What follows belongs to an exercise in optimizing a design on an open flow for small area and a short achievable clock period; a production flow would make more cautious choices. The RTL was checked by simulation tests, not by an equivalence proof against the original design. Power figures rest on the tool's default switching activity, not on a simulated workload.

Design fp_multiplier, start of the top module:
module fp_multiplier (
    input         sign,
    input         clk,
    input         rst,
    input  [16:0] a,
    input  [16:0] b,
    output [17:0] out,
    output reg    overflow,
    output reg    underflow
);
  wire [17:0] xa = {sign & a[16], a};
  wire [17:0] yb = {sign & b[16], b};
  wire [8:0] neg_d, one_d, two_d;
  wire [18:0] ybz = {yb, 1'b0};
  genvar gi;
  generate for (gi = 0; gi < 9; gi = gi + 1) begin : benc
    wire y2 = ybz[2*gi+2], y1 = ybz[2*gi+1], y0 = ybz[2*gi];
    assign neg_d[gi] = y2 & ~(y1 & y0);
    assign one_d[gi] = y1 ^ y0;
    assign two_d[gi] = (y2 & ~y1 & ~y0) | (~y2 & y1 & y0);
  end endgenerate
  reg [17:0] xr;
  reg [8:0] negr, oner, twor;
  reg s1;
  always @(posedge clk) begin
    xr <= xa; negr <= neg_d; oner <= one_d; twor <= two_d; s1 <= sign;
  end
  wire [4:0] r8sel = one_d[8] ? xa[4:0] : two_d[8] ? {xa[3:0], 1'b0} : 5'd0;
  wire [5:0] r8sum = {1'b0, r8sel ^ {5{neg_d[8]}}} + neg_d[8];
  reg [5:0] r8r;
  always @(posedge clk) r8r <= r8sum;
  wire pp1, pp2, pp3, pp4, pp5, pp6, pp7, pp8, pp9, pp10, pp11, pp12;
  wire pp13, pp14, pp15, pp16, pp17, pp18, pp19, pp20, pp21, pp22, pp23, pp24;
  wire pp25, pp26, pp27, pp28, pp29, pp30, pp31, pp32, pp33, pp34, pp35, pp36;
  wire pp37, pp38, pp39, pp40, pp41, pp42, pp43, pp44, pp45, pp46, pp47, pp48;
  wire pp49, pp50, pp51, pp52, pp53, pp54, pp55, pp56, pp57, pp58, pp59, pp60;
  wire pp61, pp62, pp63, pp64, pp65, pp66, pp67, pp68, pp69, pp70, pp71, pp72;
  wire pp73, pp74, pp75, pp76, pp77, pp78, pp79, pp80, pp81, pp82, pp83, pp84;
  wire pp85, pp86, pp87, pp88, pp89, pp90, pp91, pp92, pp93, pp94, pp95, pp96;
  wire pp97, pp98, pp99, pp100, pp101, pp102, pp103, pp104, pp105, pp106, pp107, pp108;
  wire pp109, pp110, pp111, pp112, pp113, pp114, pp115, pp116, pp117, pp118, pp119, pp120;
  wire pp121, pp122, pp123, pp124, pp125, pp126, pp127, pp128, pp129, pp130, pp131, pp132;
  ...
export LEC_CHECK = 0
export CAP_MARGIN = 20
export CORE_MARGIN = 2
export CORE_UTILIZATION = 40
export SETUP_SLACK_MARGIN = 5
export SLEW_MARGIN = 20
export SYNTH_HIERARCHICAL = 1
create_clock -name core_clock -period 8.0 [get_ports {clk}]
run.sh (not shown) runs the stock make flow with config.mk's settings and CLKGATE_MAP_FILE= SYNTH_SCRIPT=/design/flow/synth_recipe.tcl, a recipe that flattens the netlist after the stock synthesis.
Rerun with:
==> flow/flow/run.sh (new file) <==
#!/bin/bash
# Standard layout, with a plain buffer (buf_2) on every input and output port,
# a clock tree of clkbuf_8 cells and no dummy clock loads.
set -euo pipefail
bash standard.sh "BUFFER_PORTS_ARGS=-buffer_cell sky130_fd_sc_hd__buf_2" \
  "CTS_ARGS=-sink_clustering_enable -repair_clock_nets -dont_use_dummy_load -buf_list sky130_fd_sc_hd__clkbuf_8" \
  finish > make_finish.log 2>&1
==> flow/standard.sh (new file) <==
#!/bin/bash
# synth_recipe.tcl (not shown) runs the flow's synth.tcl, then flattens the netlist and writes it again
# the make line also repeats each setting of config.mk as NAME=value (left out here)
make -C /OpenROAD-flow-scripts/flow DESIGN_CONFIG=/design/flow/config.mk WORK_HOME=/design/flow/orfs CLKGATE_MAP_FILE= SYNTH_SCRIPT=/design/flow/synth_recipe.tcl "${@:-finish}"
removed: flow/run.sh
Worst hold slack got worse by 47 ps. Die area does not change. Area after synthesis does not change.
Rerun with:
==> flow/run.sh (new file) <==
#!/bin/bash
# synth_recipe.tcl (not shown) runs the flow's synth.tcl, then flattens the netlist and writes it again
# the make line also repeats each setting of config.mk as NAME=value (left out here)
make -C /OpenROAD-flow-scripts/flow DESIGN_CONFIG=/design/flow/config.mk WORK_HOME=/design/flow/orfs CLKGATE_MAP_FILE= SYNTH_SCRIPT=/design/flow/synth_recipe.tcl finish
Settings changed: CTS_BUF_LIST set to sky130_fd_sc_hd__clkbuf_4 sky130_fd_sc_hd__clkbuf_8, CTS_CLUSTER_SIZE set to 30.
removed: flow/flow/run.sh
removed: flow/standard.sh
The new run finished with timing, DRC and antenna clean; first-iteration DRC count climbs by about a fifth; design area increases by a few percent; clock power climbs by well over a third; critical path depth goes up by 1; worst hold slack gains 36 ps.
Rerun with:
==> flow/flow/run.sh (new file) <==
#!/bin/bash
# Standard layout, with a plain buffer (buf_2) on every input and output port
# and no dummy clock loads in the clock tree.
set -euo pipefail
bash standard.sh "BUFFER_PORTS_ARGS=-buffer_cell sky130_fd_sc_hd__buf_2" \
  "SETUP_SLACK_MARGIN=5.3" "CTS_ARGS=-sink_clustering_enable -repair_clock_nets -dont_use_dummy_load" finish > make_finish.log 2>&1
==> flow/standard.sh (new file) <==
#!/bin/bash
# synth_recipe.tcl (not shown) runs the flow's synth.tcl, then flattens the netlist and writes it again
# the make line also repeats each setting of config.mk as NAME=value (left out here)
make -C /OpenROAD-flow-scripts/flow DESIGN_CONFIG=/design/flow/config.mk WORK_HOME=/design/flow/orfs CLKGATE_MAP_FILE= SYNTH_SCRIPT=/design/flow/synth_recipe.tcl "${@:-finish}"
Settings changed: CTS_BUF_LIST sky130_fd_sc_hd__clkbuf_4 sky130_fd_sc_hd__clkbuf_8 to unset, CTS_CLUSTER_SIZE 30 to unset.
removed: flow/run.sh
What happened: Core utilization goes up by 4.5 points. Hold slack gains 19 ps. Worst setup slack gains 150 ps.
Rerun with:
==> flow/flow/run.sh (replaced) <==
#!/bin/bash
# Standard layout, with a plain buffer (buf_2) on every input and output port,
# a clock tree of clkbuf_8 cells and no dummy clock loads.
set -euo pipefail
bash standard.sh "BUFFER_PORTS_ARGS=-buffer_cell sky130_fd_sc_hd__buf_2" \
  "CTS_ARGS=-sink_clustering_enable -repair_clock_nets -dont_use_dummy_load -buf_list sky130_fd_sc_hd__clkbuf_8" \
  finish > make_finish.log 2>&1
Settings changed: SETUP_SLACK_MARGIN 5 to 4.9.
The changed run ran to the end with no violations.
Design area shrinks by about 14%.
Combinational power went down by about 12%.
Setup slack got worse by 63 ps.
Via count drops by about 7%.
Total power goes down by 13%.
Clock skew went up by 17 ps.
Global-route usage shrinks by 2.1 points.

==> what the ideal ports hide <==
How much do the figures lean on ideal ports? The routed layouts below were timed once more, with nothing changed but the port constraints.
Step 1, drivers: a clkbuf_16 drives clk and a buf_2 each remaining input, both assumed.
Step 2 moves the port delays by t, midway between the first and last clock arrival at a register: inputs arrive t later, outputs are due t later. That takes back most of the time a late clock gives input paths.
Slacks: ideal ports / drivers / drivers and shift; pairs: ideal ports / drivers.
run	t (ns)	setup WS [ns]	hold slack, ns	clock arrival spread, ns	worst slew at a driven data input, ns
the first run	0.464	4.966 / 4.966 / 4.659	0.418 / 0.418 / 0.418	0.017 / 0.017	0.03
the second run	0.471	5.031 / 5.031 / 4.887	0.371 / 0.371 / 0.371	0.025 / 0.025	0.03
the third run	0.496	4.883 / 4.883 / 4.601	0.407 / 0.407 / 0.407	0.031 / 0.032	0.03
the fourth run	0.458	5.037 / 5.037 / 5.037	0.426 / 0.426 / 0.426	0.015 / 0.015	0.03
the fifth run	0.474	4.974 / 4.974 / 4.861	0.406 / 0.406 / 0.406	0.031 / 0.031	0.03
After both steps setup and hold are still met in every run listed. The setup slack of the first run, which loses most, moves by 0.000 ns with the drivers and by -0.307 ns with both steps.
